Context: an optimization exercise on an open-source flow, tuned for small area. The choices shown serve that exercise and are no tape-out recipe. Function was checked by simulation only, so behaviour that the tests miss may differ from the original. Power and IR drop assume default switching activity.

==> design.v <==
`timescale 1ns/1ps
module vga_sync(
	input wire clk, reset,
	output wire hsync, vsync, video_on, p_tick,
	output wire [9:0] pixel_x, pixel_y);
	localparam HD = 640;	
	localparam VD = 480;	
	localparam tamCont = 2;
	localparam HF = 16;		 
	localparam HB = 16;		 
	localparam HR = 96;		 
	localparam VF = 10;		 
	localparam VB = 33;		 
	localparam VR = 2;		 
	reg [tamCont-1:0] mod2_reg;
	reg [tamCont-1:0] mod2_next;
	reg [9:0] h_count_reg, h_count_next;
	reg [9:0] v_count_reg, v_count_next;
	reg v_sync_reg, h_sync_reg;
	wire v_sync_next, h_sync_next;
	wire h_end, v_end;
	reg pixel_tick_next, pixel_tick;
	always @(posedge clk) begin
		if(reset) begin
			mod2_reg <= {tamCont{1'b0}};
			v_count_reg <= 0;
			h_count_reg <= 0;
			v_sync_reg <= 1'b0;
			h_sync_reg <= 1'b0;
			pixel_tick <= 1'b0;
		end
		else begin
			pixel_tick <= pixel_tick_next;
			mod2_reg <= mod2_next;
			v_count_reg <= v_count_next;
			h_count_reg <= h_count_next;
			v_sync_reg <= v_sync_next;
			h_sync_reg <= h_sync_next;
		end
	end
	always @(*) begin
		mod2_next = mod2_reg + 1'b1;
		if(mod2_reg == {tamCont{1'b0}}) 
			pixel_tick_next = 1'b1;
		else
			pixel_tick_next = 1'b0;
	end
	assign h_end = (h_count_reg == (HD+HF+HB+HR-1));
	assign v_end = (v_count_reg == (VD+VF+VB+VR-1));
	always @(*) begin
		if(pixel_tick)
			if(h_end)
				h_count_next = 0;
			else
				h_count_next = h_count_reg + 1'b1;
		else
			h_count_next = h_count_reg;
	end
	always @*
		if(pixel_tick & h_end)
			if(v_end)
				v_count_next = 0;
			else
				v_count_next = v_count_reg + 1'b1;
		else
			v_count_next = v_count_reg;
	assign h_sync_next = (h_count_reg >= (HD+HB) && h_count_reg <= (HD+HB+HR-1));
	assign v_sync_next = (v_count_reg >= (VD+VB)&& v_count_reg <= (VD+VB+VR-1));
	assign video_on = (h_count_reg < HD) && (v_count_reg < VD);
	assign hsync = h_sync_reg;
	assign vsync = v_sync_reg;
	assign pixel_x = (h_count_reg > HF & h_count_reg <= (HD+HF) & v_count_reg > VF & v_count_reg <= (VD+VF)) ? h_count_reg - HF : {10{1'b0}};
	assign pixel_y = (v_count_reg > VF & v_count_reg <= (VD+VF)) ? v_count_reg - VF : {10{1'b0}};
	assign p_tick = (h_count_reg > HF & h_count_reg <= (HD+HF) & v_count_reg > VF & v_count_reg <= (VD+VF)) ? pixel_tick : 1'b0;
endmodule
`timescale 1ns / 1ps
module map(
	input  clk, en,
	input [11-1:0] addr,
	output reg [5-1:0] dataout );
	parameter RAM_WIDTH = 5;
	parameter RAM_ADDR_BITS = 11;
	reg [RAM_WIDTH-1:0] map [2047:0];
	initial
	$readmemb("map.mem", map, 0, 2047);
	always @(posedge clk) begin
		if (en) begin
			dataout <= map[addr];
		end
	end
endmodule
`timescale 1ns / 1ps
module mario_movement(
    input wire clk, reset,
    input wire umovable, dmovable,
    input wire up, input wire backward, input wire forward, input wire down, input wire stop,
    input wire [7:0] shift_map,
    input wire vga_clk,
    input wire [1:0] game_state,
    output reg beginning,
    output reg [2:0] mario_movement,
    output reg [4:0] mario_x, mario_y
);
    parameter UP = 3'd0;
	parameter BACKWARD = 3'd1;
	parameter FORWARD = 3'd2;
	parameter DOWN = 3'd3;
	parameter UP_FORWARD = 3'd4;
	parameter UP_BACKWARD = 3'd5;
	parameter STOP = 3'd6;
	parameter OTHER = 3'd7;
	parameter GAME_END = 2'd0;
	parameter GAME_ING = 2'd1;
	parameter GAME_START = 2'd2;
	reg [4:0] mario_next_x;
	reg [4:0] mario_next_y;
	reg [2:0] up_counter, next_up_counter;
	reg [2:0] next_mario_movement;
	always @(posedge clk) begin
		if (reset || game_state == GAME_START) begin
			mario_movement <= OTHER;
		end
		else begin
			mario_movement <= next_mario_movement;
		end
	end
	always @(*) begin
		case (mario_movement)
			UP: begin
				if (game_state == GAME_END) begin
					if (up_counter == 3)  
						next_mario_movement = DOWN;
					else 
						next_mario_movement = UP;
				end
				else begin
					if (up_counter == 6 || !umovable)  
						next_mario_movement = DOWN;
					else 
						next_mario_movement = UP;
				end
			end
			DOWN: begin
				if (!dmovable || mario_y == 15)  
					next_mario_movement = OTHER;
				else 
					next_mario_movement = DOWN;			
			end
			OTHER: begin
				if (game_state == GAME_END) 
					next_mario_movement = UP;
				else if (up) 
					next_mario_movement = UP;
				else if (dmovable)
					next_mario_movement = DOWN;
				else 
					next_mario_movement = OTHER;
			end
			default: next_mario_movement = OTHER;
		endcase
	end
	always @* begin
		if (beginning) begin
			if (forward) begin
				mario_next_x = mario_x + 1;
			end
			else if (backward && mario_x > 1) begin
				mario_next_x = mario_x - 1;
			end
			else mario_next_x = mario_x;
		end
		else if (shift_map <= 0 && backward && mario_x >= 1) begin
			mario_next_x = mario_x - 1;
		end
		else mario_next_x = mario_x;
	end
    always @* begin
		if (mario_x <= 10) begin
			beginning = 1;
		end
		else begin
			beginning = 0;
		end
	end
    always @(posedge clk) begin
		if (reset || game_state == GAME_START) begin
			mario_x <= 1;
			mario_y <= 12;
		end
		else begin
			mario_x <= mario_next_x;
			mario_y <= mario_next_y;
		end
	end
	always @(posedge clk) begin
		if (reset || game_state == GAME_START) begin
			up_counter <= 1;
		end
		else begin
			up_counter <= next_up_counter;
		end
	end
	always @(*) begin
		case (mario_movement)
			UP: begin
				if (up_counter == 6 || !umovable)  
					next_up_counter = 1;
				else 
					next_up_counter = (vga_clk == 1)? up_counter + 1 : up_counter;
			end
			DOWN: begin
				next_up_counter = up_counter;
			end
			OTHER: begin
				next_up_counter = 1;
			end
			default: begin
				next_up_counter = up_counter;
			end
		endcase
	end	
	always @* begin
		case (mario_movement)
			UP: begin
				mario_next_y = mario_y - vga_clk;
			end
			DOWN: begin
				mario_next_y = mario_y + vga_clk;
			end
			OTHER: begin
				mario_next_y = mario_y;
			end
			default: begin
				mario_next_y = mario_y;
			end
		endcase
	end
endmodule
`timescale 1ns / 1ps
module bitmap_gen(
	input wire clk, reset,
	input wire video_on,
	input wire up, input wire backward, input wire forward, input wire down, input wire stop,
	input wire beginning,
	input wire [4:0] mario_x, mario_y,
	input wire [2:0] mario_movement,
	input wire [9:0] pix_x, pix_y,
	input wire coin_display,
	input wire mario_dir_in,
	input wire [11:0] sprite1_out, sprite2_out,
	output wire [13:0] sprite_addr,
	output reg [11:0] bit_rgb,
	output reg [7:0] shift_map,
	output reg vga_clk,
	output reg umovable, 
	output reg dmovable,
	output reg [1:0] game_state,
	output reg [15:0] game_time 
);  
	parameter TRANSPARENT_COLOR = 12'b111101001111;
    parameter SKY_COLOR = 12'b001010011000; 
    parameter UP = 3'd0;
	parameter BACKWARD = 3'd1;
	parameter FORWARD = 3'd2;
	parameter DOWN = 3'd3;
	parameter UP_FORWARD = 3'd4;
	parameter UP_BACKWARD = 3'd5;
	parameter STOP = 3'd6;
	parameter OTHER = 3'd7;
	parameter GAME_END = 2'd0;
	parameter GAME_ING = 2'd1;
	parameter GAME_START = 2'd2;
	parameter GAME_TICK = 2000;
	parameter [29:0] MS_TICK = 30'd50;
	wire [7:0] shift_map_next;
	wire [10:0] mario_front_addr = shift_map * 15 + 15 * mario_x + mario_y - 1;
	wire [10:0] mario_back_addr = shift_map * 15 + 15 * (mario_x - 2) + mario_y - 1;
	wire [4:0] mario_front_sprite;
	wire [4:0] mario_back_sprite;
	wire [10:0] mario_up_addr = shift_map * 15 + 15*(mario_x - 1) + mario_y - 2;
	wire [10:0] mario_down_addr = shift_map * 15 + 15*(mario_x - 1) + mario_y;
	wire [4:0] mario_up_sprite;
	wire [4:0] mario_down_sprite;
	reg rmovable;
	reg lmovable;
	wire [14-1:0] addr_next;
	wire [10:0] addr_map_next;
	reg sum1, sum2;
	reg [13:0] addr_map_next_reg;
	reg [1:0] next_game_state;
	wire [4:0] sprite_block;
	parameter [8:0] KEY_CODES_a = 9'b0_0001_1100;  
    parameter [8:0] KEY_CODES_d = 9'b0_0010_0011;  
	reg [30:0] vga_counter, next_vga_counter;
	always @* begin
		vga_clk = (vga_counter == GAME_TICK)? 1 : 0;
	end
	wire restart = (mario_y == 15)|| (mario_down_sprite == 13)||
					(mario_down_sprite == 1)|| (mario_up_sprite == 1)|| (mario_front_sprite == 1)|| (mario_back_sprite == 1);
	reg [5:0] restart_counter, next_restart_counter;
	reg [15:0] next_game_time;
	reg [29:0] ms_counter, next_ms_counter;
	always @(posedge clk) begin
		if (reset || game_state == GAME_START) begin
			vga_counter <= 1;
		end
		else begin
			vga_counter <= next_vga_counter;
		end
	end
	always @(*) begin
		if (mario_movement == UP || mario_movement == DOWN || game_state == GAME_END) begin
			if (vga_counter == GAME_TICK)
				next_vga_counter = 1;
			else 
				next_vga_counter = vga_counter+1;
		end
		else begin
			next_vga_counter = 1;
		end
	end
	map map1(.clk(clk), .en(1'b1), .addr(addr_map_next), .dataout(sprite_block));
	assign sprite_addr = addr_next;
	always @(posedge clk) begin
		if (reset) begin
			game_state <= GAME_START;
			restart_counter <= 1;
		end
		else begin
			game_state <= next_game_state;
			restart_counter <= next_restart_counter;
		end
	end
	always @(*) begin
		case (game_state)
			GAME_START: begin 
				next_game_state = (up|| down|| forward|| backward)? GAME_ING : GAME_START;
			end
			GAME_ING: begin
				if (restart)
					next_game_state = GAME_END;
				else 
					next_game_state = GAME_ING;
			end
			GAME_END: begin
				if (restart_counter == 6)  
					next_game_state = GAME_START;
				else 
					next_game_state = GAME_END;			
			end
			default: next_game_state = game_state;
		endcase
	end
	always @(*) begin
		case (game_state)
			GAME_START: begin 
				next_restart_counter = 1;
			end
			GAME_ING: begin
				next_restart_counter = 1;
			end
			GAME_END: begin
				next_restart_counter = restart_counter + vga_clk;
			end
			default: next_restart_counter = restart_counter;
		endcase
	end
	always @(*) begin
		if (pix_x >= 32 * (mario_x - 1) && pix_x < 32 * mario_x - 1 && pix_y >= 32 * (mario_y - 1)  && pix_y <= 32 * mario_y - 1) begin
			if (mario_dir_in == 0) begin
				addr_map_next_reg = 1497;
			end
			else begin
				addr_map_next_reg = 1499;
			end
		end
		else
			addr_map_next_reg = shift_map*15+((pix_x >>5)*15)+(pix_y>>5);
	end
	assign addr_map_next = addr_map_next_reg;
	assign addr_next = (pix_x % 32)+((pix_y%32)<<5)+(sprite_block-1)*32*32;
	map mario_check_front(.clk(clk), .en(1'b1), .addr(mario_front_addr), .dataout(mario_front_sprite));
	map mario_check_back(.clk(clk), .en(1'b1), .addr(mario_back_addr), .dataout(mario_back_sprite));
	map mario_check_up(.clk(clk), .en(1'b1), .addr(mario_up_addr), .dataout(mario_up_sprite));
	map mario_check_down(.clk(clk), .en(1'b1), .addr(mario_down_addr), .dataout(mario_down_sprite));
	always @* begin
		if (beginning) begin
			rmovable = 0;
		end
		else if (
			game_state == GAME_END ||
			mario_front_sprite == 1 ||
			mario_front_sprite == 3 ||
			mario_front_sprite == 5 ||
			mario_front_sprite == 6 ||
			mario_front_sprite == 11 ||
			mario_front_sprite == 14 ||
			mario_front_sprite == 20 ||
			mario_front_sprite == 21 ||
			mario_front_sprite == 22 ||
			mario_front_sprite == 23 ||
			mario_front_sprite == 26 ||
			mario_front_sprite == 27 ||
			mario_front_sprite == 28 ||
			mario_front_sprite == 15 ||
			mario_front_sprite == 29 
		) begin
			rmovable = 0;
		end
		else rmovable = 1;
	end
	always @* begin
		if (beginning) begin
			lmovable = 0;
		end
		else if (
			game_state == GAME_END||
			mario_back_sprite == 1 ||
			mario_back_sprite == 3 ||
			mario_back_sprite == 5 ||
			mario_back_sprite == 6 ||
			mario_back_sprite == 11 ||
			mario_back_sprite == 14 ||
			mario_back_sprite == 20 ||
			mario_back_sprite == 21 ||
			mario_back_sprite == 22 ||
			mario_back_sprite == 23 ||
			mario_back_sprite == 26 ||
			mario_back_sprite == 27 ||
			mario_back_sprite == 28 ||
			mario_back_sprite == 15 ||
			mario_back_sprite == 29 
		) begin
			lmovable = 0;
		end
		else lmovable = 1;
	end
	always @* begin
		if (
			mario_up_sprite == 1 ||
			mario_up_sprite == 3 ||
			mario_up_sprite == 5 ||
			mario_up_sprite == 6 ||
			mario_up_sprite == 11 ||
			mario_up_sprite == 14 ||
			mario_up_sprite == 20 ||
			mario_up_sprite == 21 ||
			mario_up_sprite == 22 ||
			mario_up_sprite == 23 ||
			mario_up_sprite == 26 ||
			mario_up_sprite == 27 ||
			mario_up_sprite == 28 ||
			mario_up_sprite == 15 ||
			mario_up_sprite == 29 
		) begin
			umovable = 0;
		end
		else umovable = 1;
	end
	always @* begin
		if (
			mario_down_sprite == 1 ||
			mario_down_sprite == 3 ||
			mario_down_sprite == 5 ||
			mario_down_sprite == 6 ||
			mario_down_sprite == 11 ||
			mario_down_sprite == 14 ||
			mario_down_sprite == 20 ||
			mario_down_sprite == 21 ||
			mario_down_sprite == 22 ||
			mario_down_sprite == 23 ||
			mario_down_sprite == 26 ||
			mario_down_sprite == 27 ||
			mario_down_sprite == 28 ||
			mario_down_sprite == 15 ||
			mario_down_sprite == 29 
		) begin
			dmovable = 0;
		end
		else dmovable = 1;
	end
	always @* begin
		if (rmovable) begin
			sum1 = shift_map < 80? forward:0;
		end
		else sum1 = 0;
	end
	always @* begin
		if (lmovable) begin
			sum2 = shift_map > 0? backward:0;
		end
		else sum2 = 0;
	end	
	assign shift_map_next = shift_map + sum1 - sum2; 
	always @(posedge clk)
		if (reset || game_state == GAME_START) begin
			shift_map <= 0;
		end
		else begin
			shift_map <= shift_map_next;
		end
	wire is_sprite2, is_sky;
	assign is_sprite2 = (sprite_block > 16);
	assign is_sky = (sprite_block == 5'b00000) ||
					(!coin_display && sprite_block == 5'b01100) ||
					(is_sprite2 && (sprite2_out == TRANSPARENT_COLOR)) ||
					((!is_sprite2) && sprite1_out == TRANSPARENT_COLOR);
	always @(*) begin
		bit_rgb = 12'b000000000000;
		if (video_on)begin
			if (is_sky)
				bit_rgb = SKY_COLOR;
			else 
				bit_rgb = (is_sprite2) ? sprite2_out : sprite1_out;
		end
	end	
	always @(*) begin
        if (ms_counter == MS_TICK) next_ms_counter = 30'd0;
        else begin
            if (game_state == GAME_ING) next_ms_counter = ms_counter + 1;
            else next_ms_counter = 30'd0;    
        end
    end
	always @(posedge clk) begin
		if (reset || (game_state == GAME_START && (up|| down|| forward|| backward))) begin
			game_time <= 0;
			ms_counter <= 0;
		end
		else begin
			game_time <= next_game_time;
			ms_counter <= next_ms_counter;
		end
	end
	always @(*) begin
		case (game_state)
			GAME_START :
				next_game_time = game_time;
			GAME_ING :
				next_game_time = (ms_counter == MS_TICK) ? game_time + 1 : game_time;
			GAME_END : 
				next_game_time = game_time; 
			default :
				next_game_time = game_time;
		endcase
	end
endmodule
module toBCD(out, out_BCD);
    input [3:0] out;
    output [6:0] out_BCD;
    reg [6:0] out_BCD;
    always @(*) begin
        case (out)
            4'd0: out_BCD = 7'b0000001;   
            4'd1: out_BCD = 7'b1001111; 
            4'd2: out_BCD = 7'b0010010;  
            4'd3: out_BCD = 7'b0000110; 
            4'd4: out_BCD = 7'b1001100; 
            4'd5: out_BCD = 7'b0100100;  
            4'd6: out_BCD = 7'b0100000; 
            4'd7: out_BCD = 7'b0001111; 
            4'd8: out_BCD = 7'b0000000;  
            4'd9: out_BCD = 7'b0000100;
            4'd10: out_BCD = 7'b1111111;  
            default: out_BCD = 7'b1111110;  
        endcase
    end
endmodule
module Clock_Divider (clk, reset, display_clk);
    input clk, reset;
    output reg display_clk;
    reg [16:0] d_counter;
    always @(posedge clk) begin
        d_counter <= (reset)? 1'b0 : d_counter + 1'b1;
    end
    always @(posedge clk) begin
        display_clk <= (reset)? 1'b0 : (d_counter == 17'b0);
    end
endmodule
module display_7seg (clk, reset, game_state, game_time, seg, an);
    input clk, reset;
    input [1:0] game_state;
    input [15:0] game_time; 
    output [6:0] seg;
    output [3:0] an;
    wire [6:0] next_seg;
    reg [6:0] seg;
    reg [3:0] an, next_an;
    reg [1:0] an_index;
    reg [3:0] displayed_item;
    reg [3:0] digit_00_01, digit_00_10, digit_01_00, digit_10_00;
    wire display_clk;
    Clock_Divider  c(clk, reset, display_clk);
    toBCD t(displayed_item, next_seg);
    wire [1:0] next_an_index = (display_clk == 1) ? an_index + 1 : an_index;
    always @(*) begin
        digit_00_01 = game_time % 16'd10;
        digit_00_10 = (game_time/16'd10) % 16'd10;
        digit_01_00 = (game_time/16'd100) % 16'd10;
        digit_10_00 = game_time/16'd1000;
    end
    always @(posedge clk) begin
        if (reset) begin
            seg <= 7'b1111111;
            an_index <= 2'b0;
            an <= 4'b1111;
        end
        else begin
            seg <= next_seg;
            an_index <= next_an_index;
            an <= next_an;
        end
    end
    always @(*) begin
        case (an_index)
            2'b11 : displayed_item = digit_10_00;
            2'b10 : displayed_item = digit_01_00;
            2'b01 : displayed_item = digit_00_10; 
            2'b00 : displayed_item = digit_00_01; 
        endcase
    end
    always @(*) begin
        case (an_index)
            2'b00 : next_an = 4'b1110; 
            2'b01 : next_an = 4'b1101; 
            2'b10 : next_an = 4'b1011; 
            2'b11 : next_an = 4'b0111; 
            default : next_an = 4'b1111;
        endcase 
    end
endmodule
`timescale 1ns / 1ps
module mario(
	input wire clk, reset,
	input wire key_valid,           
	input wire [8:0] key_code,      
	input wire key_is_down,         
	input wire coin_display,
	output wire [13:0] sprite_addr,
	input wire [11:0] sprite1_data,
	input wire [11:0] sprite2_data,
	output wire hsync, vsync,
	output wire [11:0] rgb,
	output [6:0] seg,
    output [3:0] an
    );
	wire [9:0] pixel_x, pixel_y;
	wire video_on, pixel_tick;
	reg [11:0] rgb_reg;
	wire [11:0] rgb_next;
	reg [2:0] direction;
	reg up, backward, forward, down, stop;
    wire [8:0] last_change = key_code;
    wire been_ready = key_valid;
	wire beginning;
	wire [2:0] mario_movement;
	wire [7:0] shift_map;
	wire [4:0] mario_x, mario_y;
	wire [1:0] game_state;
	wire [15:0] game_time;
	wire vga_clk;
	wire umovable, dmovable;
	reg mario_dir, mario_next_dir;
	wire mario_dir_in = mario_dir;
    parameter [8:0] KEY_CODES_w = 9'b0_0001_1101;  
    parameter [8:0] KEY_CODES_a = 9'b0_0001_1100;  
    parameter [8:0] KEY_CODES_s = 9'b0_0001_1011;  
    parameter [8:0] KEY_CODES_d = 9'b0_0010_0011;  
	vga_sync vga_unit(
		.clk(clk), .reset(reset), .hsync(hsync), .vsync(vsync),
		.video_on(video_on), .p_tick(pixel_tick),
		.pixel_x(pixel_x), .pixel_y(pixel_y)
	);
	mario_movement mario_move(
		.clk(clk),
		.reset(reset),
		.umovable(umovable),
		.dmovable(dmovable),
		.up(up),
		.backward(backward),
		.forward(forward),
		.down(down),
		.stop(stop),
		.shift_map(shift_map),
		.vga_clk(vga_clk),
		.beginning(beginning),
		.mario_movement(mario_movement),
		.mario_x(mario_x), .mario_y(mario_y),
		.game_state(game_state)
	);
	bitmap_gen bitmap_unit(
		.clk(clk), .reset(reset),
		.up(up), .backward(backward), .forward(forward), .down(down), .stop(stop),
		.beginning(beginning),
		.mario_x(mario_x),
		.mario_y(mario_y),
		.mario_movement(mario_movement),
		.video_on(video_on), .pix_x(pixel_x),
		.pix_y(pixel_y), .bit_rgb(rgb_next),
		.coin_display(coin_display),
		.shift_map(shift_map),
		.vga_clk(vga_clk),
		.umovable(umovable), 
		.dmovable(dmovable),
		.game_state(game_state),
		.game_time(game_time),
		.mario_dir_in(mario_dir_in),
		.sprite1_out(sprite1_data), .sprite2_out(sprite2_data),
		.sprite_addr(sprite_addr)
	);
	display_7seg display(.clk(clk), .reset(reset), 
						 .game_state(game_state), .game_time(game_time), 
						 .seg(seg), .an(an));
    always @ (*) begin
        case (last_change)
            KEY_CODES_w : direction = 3'b000;
            KEY_CODES_a : direction = 3'b001;
            KEY_CODES_s : direction = 3'b010;
            KEY_CODES_d : direction = 3'b011;
            default     : direction = 3'b100;
        endcase
    end
	always @ (*) begin
		up = 0;
		backward = 0;
		forward = 0;
		down = 0;
		stop = 0;
		if (been_ready && key_is_down == 1'b1) begin
			case (direction)
				3'd0: up = 1;
				3'd1: backward = 1;
				3'd2: down = 1;
				3'd3: forward = 1;
				3'd4: stop = 1;
			endcase
		end
	end
	always @(posedge clk) begin
		if (reset)
			rgb_reg <= 12'd0;
		else if (pixel_tick)
			rgb_reg <=  rgb_next;
	end
	always @* begin
		if (last_change == KEY_CODES_d)	begin
			mario_next_dir = 1;
		end
		else if (last_change == KEY_CODES_a) begin
			mario_next_dir = 0;
		end
		else mario_next_dir = mario_dir;
	end
	always @(posedge clk) begin
		if (reset) begin
			mario_dir <= 1;
		end
		else mario_dir <= mario_next_dir;
	end
	assign rgb = rgb_reg;
endmodule
==> map.mem <==
00000
00000
00000
00000
00000
00000
00000
00000
00000
00000
00000
10001
00110
00110
00110
00000
00000
00000
00000
00000
00000
00000
00000
00000
00000
00000
10010
00110
00110
00110
00000
00000
00111
01000
00000
00000
00000
00000
00000
00000
00000
10011
00110
00110
00110
00000
00000
01001
01010
00000
00000
00000
00000
00000
00000
00000
00000
00110
00110
00110
00000
00000
00000
00000
00000
00000
00000
00000
00000
00000
00000
00100
00110
00110
00110
00000
00000
00000
00000
00000
00000
00000
00000
00000
00000
00000
00000
00110
00110
00110
00000
00000
00000
00000
00000
00000
00000
00000
00000
00000
00000
10001
00110
00110
00110
00000
00000
00000
00000
00000
00000
00000
00000
00000
00000
00000
10010
00110
00110
00110
00000
00000
00000
00000
00000
00000
00000
00000
00000
00000
00000
10011
00110
00110
00110
00000
00000
00000
00000
00000
00000
00000
00000
00000
00000
00000
00000
00110
00110
00110
00111
01000
00000
00000
00000
00000
00000
00000
00000
00000
00000
01100
00110
00110
00110
01001
01010
00000
00000
00000
00000
00000
00000
00000
00000
00000
00000
00110
00110
00110
00000
00000
00000
00000
00000
00000
00000
00000
00000
00000
00000
00001
00110
00110
00110
00000
00000
00000
00000
00000
00000
00000
00000
00000
00000
10100
10111
00110
00110
00110
00000
00000
00000
00000
00000
00000
00000
00000
00000
01100
10101
10110
00110
00110
00110
00000
00000
00000
00000
00000
00000
00000
00000
00000
00000
00000
00000
00110
00110
00110
00000
00000
00000
00111
01000
00000
00000
00000
00000
00000
00000
10001
00110
00110
00110
00000
00000
00000
01001
01010
00000
00000
00000
00000
00000
00000
10010
00110
00110
00110
00000
00000
00000
00000
00000
00000
00000
00000
00000
00000
00000
10011
00110
00110
00110
00000
00000
00000
00000
00000
00000
00000
00000
00000
00000
00000
00000
00110
00110
00110
00000
00000
00000
00000
00000
00000
00000
00000
00000
00000
00000
00000
00110
00110
00110
00000
00000
00000
00000
00000
00000
00000
00000
01100
10100
10111
10111
10111
10111
10111
00000
00000
00000
00000
00000
00000
00000
00000
00000
10101
10110
10110
10110
10110
10110
00000
00000
00000
00000
00000
00000
00000
00000
00000
00000
00000
00100
00110
00110
00110
00000
00000
00000
00000
00000
00000
00000
00000
00000
00000
00000
00100
00110
00110
00110
00000
00000
00000
00000
00000
00000
00000
00000
00000
00000
00000
00100
00110
00110
00110
00000
00000
00000
00000
00000
00000
00000
00000
10100
10111
10111
10111
10111
10111
10111
00000
00000
00000
00000
00000
00000
00000
00000
10101
10110
10110
10110
10110
10110
10110
00000
00000
00000
00000
00000
00000
00000
00000
00000
00000
00000
11110
00110
00110
00110
00000
00000
00000
00000
00000
00000
00000
00000
00000
00000
00000
11111
00110
00110
00110
00000
00000
00000
00000
00000
00000
00000
00000
00000
00000
00000
00000
00110
00110
00110
00000
00000
00000
00000
00000
00000
00000
00000
01100
10100
10111
10111
10111
10111
10111
00000
00000
00000
00111
01000
00000
00000
00000
00000
10101
10110
10110
10110
10110
10110
00000
00000
00000
01001
01010
00000
00000
00000
00000
00000
00000
00000
00110
00110
00110
00000
00000
00000
00000
00000
00000
00000
00000
00000
00000
00000
00000
00110
00110
00110
00000
00000
00000
00000
00000
00000
00000
00000
00000
00000
00000
00000
00000
00000
00000
00000
00000
00000
00000
00000
00000
00000
00000
00000
00000
00000
00000
00000
00000
00000
00000
00000
00000
00000
00000
00000
00000
00000
00000
00000
00000
00000
00110
00110
00110
00000
00000
00000
00000
00000
00000
00000
00000
00000
00000
00000
00000
00110
00110
00110
00000
00000
00000
00000
00000
00000
00000
00000
00000
00000
00000
01100
00110
00110
00110
00000
00000
00000
00000
00000
00000
00000
00000
00000
00000
00000
00000
00001
01011
01011
00000
00111
01000
00000
00000
00000
00000
00000
00000
00000
01110
00000
00001
01011
01011
00000
01001
01010
00000
00000
00000
00000
00000
00000
00000
00000
00000
00001
01011
01011
00000
00000
00000
00000
00000
00000
00000
00000
00000
01100
01110
00000
00001
01011
01011
00000
00000
00000
00000
00000
00000
00000
00000
00000
00000
00000
00000
00001
01011
01011
00000
00000
00000
00000
00000
00000
00000
00000
00000
00000
00000
00000
00001
01011
01011
00000
00000
00000
00000
00000
00000
00000
00000
00000
00000
00000
00000
00001
01011
01011
00000
00000
00000
00000
00000
00000
00000
00000
00000
01100
01110
00000
00001
01011
01011
00000
00000
00111
01000
00000
00000
00000
00000
00000
00000
00000
00000
00001
01011
01011
00000
00000
01001
01010
00000
00000
00000
00000
00000
00000
00000
00000
00001
01011
01011
00000
00000
00000
00000
00000
00000
00000
00000
00000
00000
01110
00000
00001
01011
01011
00000
00000
00000
00000
00000
00000
00000
00000
00000
00000
00000
00000
00001
01011
01011
00000
00000
00000
00000
00000
00000
00000
00000
00000
00000
00000
00000
00001
01011
01011
00000
00000
00000
00000
00000
00000
00000
00000
00000
01100
01110
00000
00001
01011
01011
00000
00000
00000
00111
01000
00000
00000
00000
00000
00000
00000
00000
00001
01011
01011
00000
00000
00000
01001
01010
00000
00000
00000
00000
00000
00000
00000
00001
01011
01011
00000
00000
00000
00000
00000
00000
00000
00000
00000
00000
00000
00000
00001
01011
01011
00000
00000
00000
00000
00000
00000
00000
00000
00000
00000
00000
00000
00001
01011
01011
00000
00000
00000
00000
00000
00000
00000
00000
00000
01100
01110
00000
00001
01011
01011
00000
00000
00000
00000
00000
00000
00000
00000
00000
00000
00000
00000
00001
01011
01011
00000
00000
00000
00000
00000
00000
00000
00000
00000
00000
00000
00000
00110
00110
00110
00000
00000
00000
00000
00000
00000
00000
00000
00000
00000
00000
00000
00110
00110
00110
00000
00000
00000
00000
00000
00000
00000
00000
00000
00000
00000
00000
00110
00110
00110
00000
00000
00000
00000
00000
00000
00000
01100
00011
00000
00000
00000
00110
00110
00110
00000
00000
00000
00000
00000
00000
00000
00000
00011
00000
00000
00000
00110
00110
00110
00000
00000
00000
00000
00000
00000
00000
01100
00011
00000
00000
00000
00110
00110
00110
00000
00000
00000
00000
00000
00000
00000
00011
00000
00000
00000
00000
00110
00110
00110
00000
00000
00000
00000
00000
00000
00000
00101
00000
00000
00000
00000
00110
00110
00110
00000
00000
00000
00000
00000
00000
00000
00011
00000
00000
00000
00100
00110
00110
00110
00000
00000
00000
00000
00000
01100
00011
00000
00000
00000
00000
00100
00110
00110
00110
00000
00000
00000
00000
00000
00000
00011
00000
00000
00000
00000
00100
00110
00110
00110
00000
00000
00000
00000
00000
00000
00011
00000
00000
00000
00000
00000
00110
00110
00110
00000
00000
00000
00000
00000
00000
11010
00000
00000
00000
00000
00000
00110
00110
00110
00000
00000
00000
00000
00000
00000
11011
11101
11101
11101
11101
11101
00110
00110
00110
00000
00000
00000
00000
00000
00000
11011
11101
11101
11101
11101
11101
00110
00110
00110
00000
00000
00000
00000
00000
01100
11100
00000
00000
00000
00000
00000
00110
00110
00110
00000
00000
00000
00000
00000
00000
00000
00000
00000
00000
00000
00000
00110
00110
00110
00000
00000
00000
00000
00000
00000
00000
00000
00000
00000
00000
00000
00110
00110
00110
00000
00000
00000
00000
00000
00000
00000
00000
00000
00000
00000
00000
00110
00110
00110
00000
00000
00000
00000
00000
00000
00000
00000
00000
00000
00000
00000
00110
00110
00110
00000
00000
00000
00000
00000
00000
00000
00000
00000
00000
00000
00100
00011
00011
00011
00000
00000
01111
10000
00000
00000
00000
00000
00000
00000
00000
00100
00011
00011
00011
00000
00000
00000
00000
00000
00000
00000
01100
11010
00000
00000
00000
00011
00011
00011
00000
00000
00000
00000
00000
00000
00000
00000
11011
11101
11101
11101
00011
00011
00011
00000
00000
00000
00000
00000
00000
00000
00000
11100
00000
00000
00000
00011
00011
00011
00000
00000
00000
00000
00000
00000
00000
00000
00000
00000
00000
00000
00011
00011
00011
00000
00000
00000
00000
00000
00000
00000
00000
00000
00000
00000
00000
00000
00000
00000
00000
00000
01111
10000
00000
00000
00000
00000
00000
00000
00000
00000
00000
00000
00000
00000
00000
00000
00000
00000
00000
00000
00101
00101
00101
00101
00011
00011
00011
00011
00000
00000
00000
00000
00000
00000
00000
00000
00000
00000
01101
00011
00011
00011
00011
00101
00101
00101
00101
00101
00101
00101
00101
00101
00101
00101
00011
00011
00011
00011
00101
00101
01011
01011
01011
00101
00101
01011
00101
00101
00101
00011
00011
00011
00011
00101
00101
01011
00101
01011
01011
01011
01011
00101
00101
00101
00011
00011
00011
00011
00101
00101
00101
00101
00101
00101
00101
00101
00101
00101
00101
00011
00011
00011
00011
00101
00101
01011
01011
01011
00101
00101
01011
00101
00101
00101
00011
00011
00011
00011
00101
00101
01011
00101
01011
01011
01011
01011
00101
00101
00101
10111
10111
10111
10111
00101
00101
00101
00101
00101
00101
00101
00101
00101
00101
00101
10110
10110
10110
10110
00101
00101
01011
01011
01011
00101
00101
01011
00101
00101
00101
00011
00011
00011
00011
00101
00101
01011
00101
01011
01011
01011
01011
00101
00101
00101
10111
10111
10111
10111
00101
00101
00101
00101
00101
00101
00101
00101
00101
00101
00101
10110
11000
00001
00010
00000
00000
00000
00000
00000
00000
00000
00000
00000
00000
00000
00000
00000
00000
00000
00000
00000
00000
00000
00000
00000
00000
00000
00000
00000
00000
00000
00000
00000
00000
00000
00000
00000
00000
00000
00000
00000
00000
00000
00000
00000
00000
00000
00000
00000
00000
00000
00000
00000
00000
00000
00000
00000
00000
00000
00000
00000
00000
00000
00000
00000
00000
00000
00000
00000
00000
00000
00000
00000
00000
00000
00000
00000
00000
00000
00000
00000
00000
00000
00000
00000
00000
00000
00000
00000
00000
00000
00000
00000
00000
00000
00000
00000
00000
00000
00000
00000
00000
00000
00000
00000
00000
00000
00000
00000
00000
00000
00000
00000
00000
00000
00000
00000
00000
00000
00000
00000
00000
00000
00000
00000
00000
00000
00000
00000
00000
00000
00000
00000
00000
00000
00000
00000
00000
00000
00000
00000
00000
00000
00000
00000
00000
00000
00000
00000
00000
00000
00000
00000
00000
00000
00000
00000
00000
00000
00000
00000
00000
00000
00000
00000
00000
00000
00000
00000
00000
00000
00000
00000
00000
00000
00000
00000
00000
00000
00000
00000
00000
00000
00000
00000
00000
00000
00000
00000
00000
00000
00000
00000
00000
00000
00000
00000
00000
00000
00000
00000
00000
00000
00000
00000
00000
00000
00000
00000
00000
00000
00000
00000
00000
00000
00000
00000
00000
00000
00000
00000
00000
00000
00000
00000
00000
00000
00000
00000
00000
00000
00000
00000
00000
00000
00000
00000
00000
00000
00000
00000
00000
00000
00000
00000
00000
00000
00000
00000
00000
00000
00000
00000
00000
00000
00000
00000
00000
00000
00000
00000
00000
00000
00000
00000
00000
00000
00000
00000
00000
00000
00000
00000
00000
00000
00000
00000
00000
00000
00000
00000
00000
00000
00000
00000
00000
00000
00000
00000
00000
00000
00000
00000
00000
00000
00000
00000
00000
00000
00000
00000
00000
00000
00000
00000
00000
00000
00000
00000
00000
00000
00000
00000
00000
00000
00000
00000
00000
00000
00000
00000
00000
00000
00000
00000
00000
00000
00000
00000
00000
00000
00000
00000
00000
00000
00000
00000
00000
00000
00000
00000
00000
00000
00000
00000
00000
00000
00000
00000
00000
00000
00000
00000
00000
00000
00000
00000
00000
00000
00000
00000
00000
00000
00000
00000
00000
00000
00000
00000
00000
00000
00000
00000
00000
00000
00000
00000
00000
00000
00000
00000
00000
00000
00000
00000
00000
00000
00000
00000
00000
00000
00000
00000
00000
00000
00000
00000
00000
00000
00000
00000
00000
00000
00000
00000
00000
00000
00000
00000
00000
00000
00000
00000
00000
00000
00000
00000
00000
00000
00000
00000
00000
00000
00000
00000
00000
00000
00000
00000
00000
00000
00000
00000
00000
00000
00000
00000
00000
00000
00000
00000
00000
00000
00000
00000
00000
00000
00000
00000
00000
00000
00000
00000
00000
00000
00000
00000
00000
00000
00000
00000
00000
00000
00000
00000
00000
00000
00000
00000
00000
00000
00000
00000
00000
00000
00000
00000
00000
00000
00000
00000
00000
00000
00000
00000
00000
00000
00000
00000
00000
00000
00000
00000
00000
00000
00000
00000
00000
00000
00000
00000
00000
00000
00000
00000
00000
00000
00000
00000
00000
00000
00000
00000
00000
00000
00000
00000
00000
00000
00000
00000
00000
00000
00000
00000
00000
00000
00000
00000
00000
00000
00000
00000
00000
00000
00000
00000
00000
00000
00000
00000
00000
00000
00000
00000
00000
00000
00000
00000
00000
00000
00000
==> run.sh <==
#!/bin/bash
# synth_recipe.tcl (not shown) runs the flow's synth.tcl, then flattens the netlist and writes it again
# the make line also repeats each setting of config.mk as NAME=value (left out here)
make -C /OpenROAD-flow-scripts/flow DESIGN_CONFIG=/design/flow/config.mk WORK_HOME=/design/flow/orfs CLKGATE_MAP_FILE= SYNTH_SCRIPT=/design/flow/synth_recipe.tcl finish
==> config.mk <==
export PLATFORM = sky130hd
export DESIGN_NAME = mario
export DESIGN_NICKNAME = mario
export VERILOG_FILES = /design/flow/design.v
export SDC_FILE = /design/flow/constraint.sdc
export NUM_CORES = 4
export LEC_CHECK = 0
export CAP_MARGIN = 20
export CORE_MARGIN = 2
export CORE_UTILIZATION = 40
export SLEW_MARGIN = 20
export SYNTH_MEMORY_MAX_BITS = 16384
==> constraint.sdc <==
create_clock -name core_clock -period 30.0 [get_ports {clk}]
set_input_delay 6.0000 -clock core_clock [delete_from_list [all_inputs] [get_ports {clk}]]
set_output_delay 6.0000 -clock core_clock [all_outputs]
set_load 0.01 [all_outputs]
==> summary.md <==
| Metric | Value |
|---|---|
| DRC | 0 |
| Finished Core Util | 0.431 |
| Crit Path Category | reg -> reg |
| Final setup viols | 0 |
| DIE HEIGHT | 327 microns |
| Crit path max fanout | 15 |
| P per Cell Area | 60.4 nW/um^2 |
| Rel. slew slack | 0.224 |
| Synth unique cells | roughly 120 |
| Unrepaired setup endpoints after global routing | no |
| Most used DFF post-synth | dfxtp_1 |
| Post-route ant nets | 0 |
| Largest registers | bitmap_unit.vga_counter: 31 flops, bitmap_unit.ms_counter: 30 flops, display.c.d_counter: 17 flops |
| Seq/Total Area, Yosys | 0.0970 |
| Critical Path Start Type | flop |
| Area of the die | about 110,000 sq um |
| Worst path slowest cell | or3b_2 |
| CP max stage delay | roughly 0.52 ns |
| Commonest non-fill, non-tap cells in the layout | nand2_1 (734), nor2_1 (687), a21oi_1 (580) |
| Pins Over Slew Limit | 0 |
| Crit-path most repeated cell | ha_1 |
| Fin nets | about 6,500 |
| Top cell type's share of synthesized area | 0.107 |
| Setup crit end kind | flop |
| Hold crit path type | reg -> reg |
| Most common cell after layout, fill and taps aside | nand2_1 |
| Initial Util | 0.403 |
| TritonCTS clock tree | yes |
| CTS Buf Count | 28 |
| Post-Syn Instances | ~6,300 |
| Worst Tran Pin Value | between 1 and 1.5 ns |
| Max FFs per register | 31 |
| Clock skew | between 0.04 and 0.05 ns |
| Placed cell area | 43,500 sq um |
| First-pass GRT wire length | ~260,000 microns |
| Status | no timing/DRC/antenna violations |
| Critical path required time | just over 30 ns |
| FMAX | 0.0361 GHz |
| Number of flops mapped to enable cells by yosys | 0 |
| Synthesis-to-finish area growth | 6.85% |
| Final period util | 0.923 |
| RePlAce Congestion | roughly 1.0 |
| Share of cells above drive strength 1 | 0.0556 |
| Clk Latency, worst-skew pair | 0.61 ns |
| Clk slew on worst S/H paths | 0.06 ns |
| Detailed-route via count | roughly 50,000 |
| Yosys reg bits | a little over 200 |
| Vias in the first global route | 44,911 |
| Largest net degree at the start of global routing | between 80 and 90 |
| Cts hold-fix bufs | 0 |
| Power Total | 0.00269 W |
| Worst EP arrival | approximately 28 ns |
| Syn nets | approximately 6,800 |
| Clock period minus worst slack | 27.68 ns |
| Fillers | between 10,000 and 15,000 |
| CP Buf/Inv Count | 3 |
| Syn avg cell area | around 6.6 sq um |
| Total grt overflow | 0 |
| TritonCTS Sinks | approximately 200 |
| Total core area | 103,000 sq um |
| Final Hold Fails | 0 |
| YS warnings | 8 |
| Cell area after synthesis | roughly 42,000 sq um |
| Largest Register | bitmap_unit.vga_counter |
| Area contributors post-synth | ha_1 (11%), dfxtp_1 (9.7%), a21oi_1 (7.0%), o21ai_0 (6.7%), nand2_1 (6.6%) |
| Initial antenna violation count | 0 |
| Gr usage total | 0.293 |
| Port bufs | 76 |
| Peak supply drop | 0.000229 V |
| I/O Pins | 77 |
| Yosys top cell by area | ha_1 |
| Post-DR wirelength/cell | approximately 22 microns |
| Die width | around 330 microns |
| Via density | approximately 6.7 |
| CTS root buf | clkbuf_16 |
| Delay-heaviest family, CP | compound AO/OA/AOI/OAI gates |
| Row cnt | 118 |
| DP HPWL | 116,000 microns |
| Max clock buf depth | 3 |
| Fin Setup TNS | 0 ns |
| Initial drt markers | 8,460 |
| Drt first pass iters | 10 |
| Post-route cell area | 44,600 sq um |
| Depth of the CTS H-tree | 1 |
| Diodes inserted | 0 |
| DRT Wirelength | ~170,000 microns |
| FFs w/ async S/R, synth | 0 |
| Leak | around 17 nW |
| Max cap viols | 0 |
-- final timing paths --
check / to / cells past startpoint / slack, ns / from
max: display.seg[3]$_SDFF_PP1_ / 113 / 2.32 / display.an_index[0]$_SDFFE_PP0P_
min reg2reg: vga_unit.mod2_reg[0]$_SDFF_PP0_ / 1 / 0.41 / vga_unit.mod2_reg[0]$_SDFF_PP0_
max reg2reg: display.seg[3]$_SDFF_PP1_ / 113 / 2.32 / display.an_index[0]$_SDFFE_PP0P_
min: vga_unit.mod2_reg[0]$_SDFF_PP0_ / 1 / 0.41 / vga_unit.mod2_reg[0]$_SDFF_PP0_
-- timing repair --
item	CTS	global route
setup buffers	0	1
setup endpoints to repair	0	7
resized for setup	0	15
-- per-layer routing --
metal  share of wire  wire [microns]  global-route usage
met4           0.049            8080               0.123
met2            0.42           69200               0.436
met5               0               0                   0
met1            0.41           68500               0.406
met3            0.12           20100              0.0631
-- kinds of logic after synthesis --
group | Yosys count | share of synthesized area
compound gates | 2238 | 0.345
mux | 105 | 0.0302
fa+ha+maj | 441 | 0.147
simple gates | 2297 | 0.251
flops | 202 | 0.0970
buf+inv | 778 | 0.0712
xor+xnor | 276 | 0.0580
-- synth_stat cells (16+ instances only) --
| cell type | number |
|---|---|
| a2111oi_0 | 30 |
| a211o_1 | 17 |
| a211oi_1 | 104 |
| a21boi_0 | 22 |
| a21o_1 | 50 |
| a21oi_1 | 580 |
| a221oi_1 | 38 |
| a22oi_1 | 27 |
| a311oi_1 | 62 |
| a31oi_1 | 153 |
| a32oi_1 | 19 |
| and2_1 | 41 |
| and3_1 | 61 |
| buf_1 | 64 |
| clkbuf_1 | 439 |
| dfxtp_1 | 202 |
| fa_1 | 83 |
| ha_1 | 357 |
| inv_1 | 256 |
| mux2i_1 | 69 |
| nand2_1 | 734 |
| nand2b_1 | 64 |
| nand3_1 | 233 |
| nand4_1 | 42 |
| nor2_1 | 692 |
| nor2b_1 | 40 |
| nor3_1 | 202 |
| nor4_1 | 52 |
| o2111ai_1 | 23 |
| o211ai_1 | 117 |
| o21a_1 | 36 |
| o21ai_0 | 555 |
| o21bai_1 | 38 |
| o221ai_1 | 39 |
| o22ai_1 | 65 |
| o311ai_0 | 60 |
| o31ai_1 | 37 |
| o32ai_1 | 16 |
| or2_2 | 19 |
| or3_1 | 33 |
| xnor2_1 | 168 |
| xor2_1 | 108 |
-- power by group --
| group | internal, W | total [W] | switching [W] |
|---|---|---|---|
| Sequential | 0.000275 | 0.000279 | 0.00000409 |
| Combinational | 0.000862 | 0.00206 | 0.00119 |
| Clock | 0.000212 | 0.000355 | 0.000143 |
-- cell type report --
| type | count | area (sq um) | area share |
|---|---|---|---|
| multi-input combinational | 5357 | 35200 | 0.790 |
| sequential | 202 | 4040 | 0.0907 |
| tap | 1380 | 1730 | 0.0387 |
| timing repair buffer | 189 | 1600 | 0.0360 |
| inverter | 261 | 980 | 0.0220 |
| clock buffer | 34 | 773 | 0.0174 |
| clock inverter | 17 | 221 | 0.00497 |
-- per-stage QoR --
stage	std cells	hold slack [ns]	setup slack [ns]
after floorplan	6337	0.393	4.68
after global placement	7388	0.402	1.81
after detailed placement	7388	0.402	1.17
after CTS	7439	0.410	1.08
after global routing	7440	0.470	0.0258
final	7440	0.409	2.32

==> afterwards: timing with drivers on the ports <==
The results above use ideal ports. As a check the final layout listed here was re-extracted and re-timed, cells and wires unchanged. Step 1: set_driving_cell puts a clkbuf_16 on clk and a buf_2 on each other input, an assumption about the parent block. Step 2 adds t to the input delays and takes it off the output delays; t is the mean of the earliest and latest rising clock arrival at the registers after step 1. Input paths then give back, and output paths get back, about the clock's delay inside the block. Three values: no drivers, after step 1, after step 2; two values: the first two.
shift t [ns]: 0.643
setup WS [ns]: 2.325 / 2.325 / 2.325
worst setup path at the end: register to register
latest minus earliest clock arrival (ns): 0.049 / 0.049
After both steps setup and hold are still met in this run. For this run, drivers alone change the setup slack by 0.000 ns; drivers and shift together by 0.000 ns.
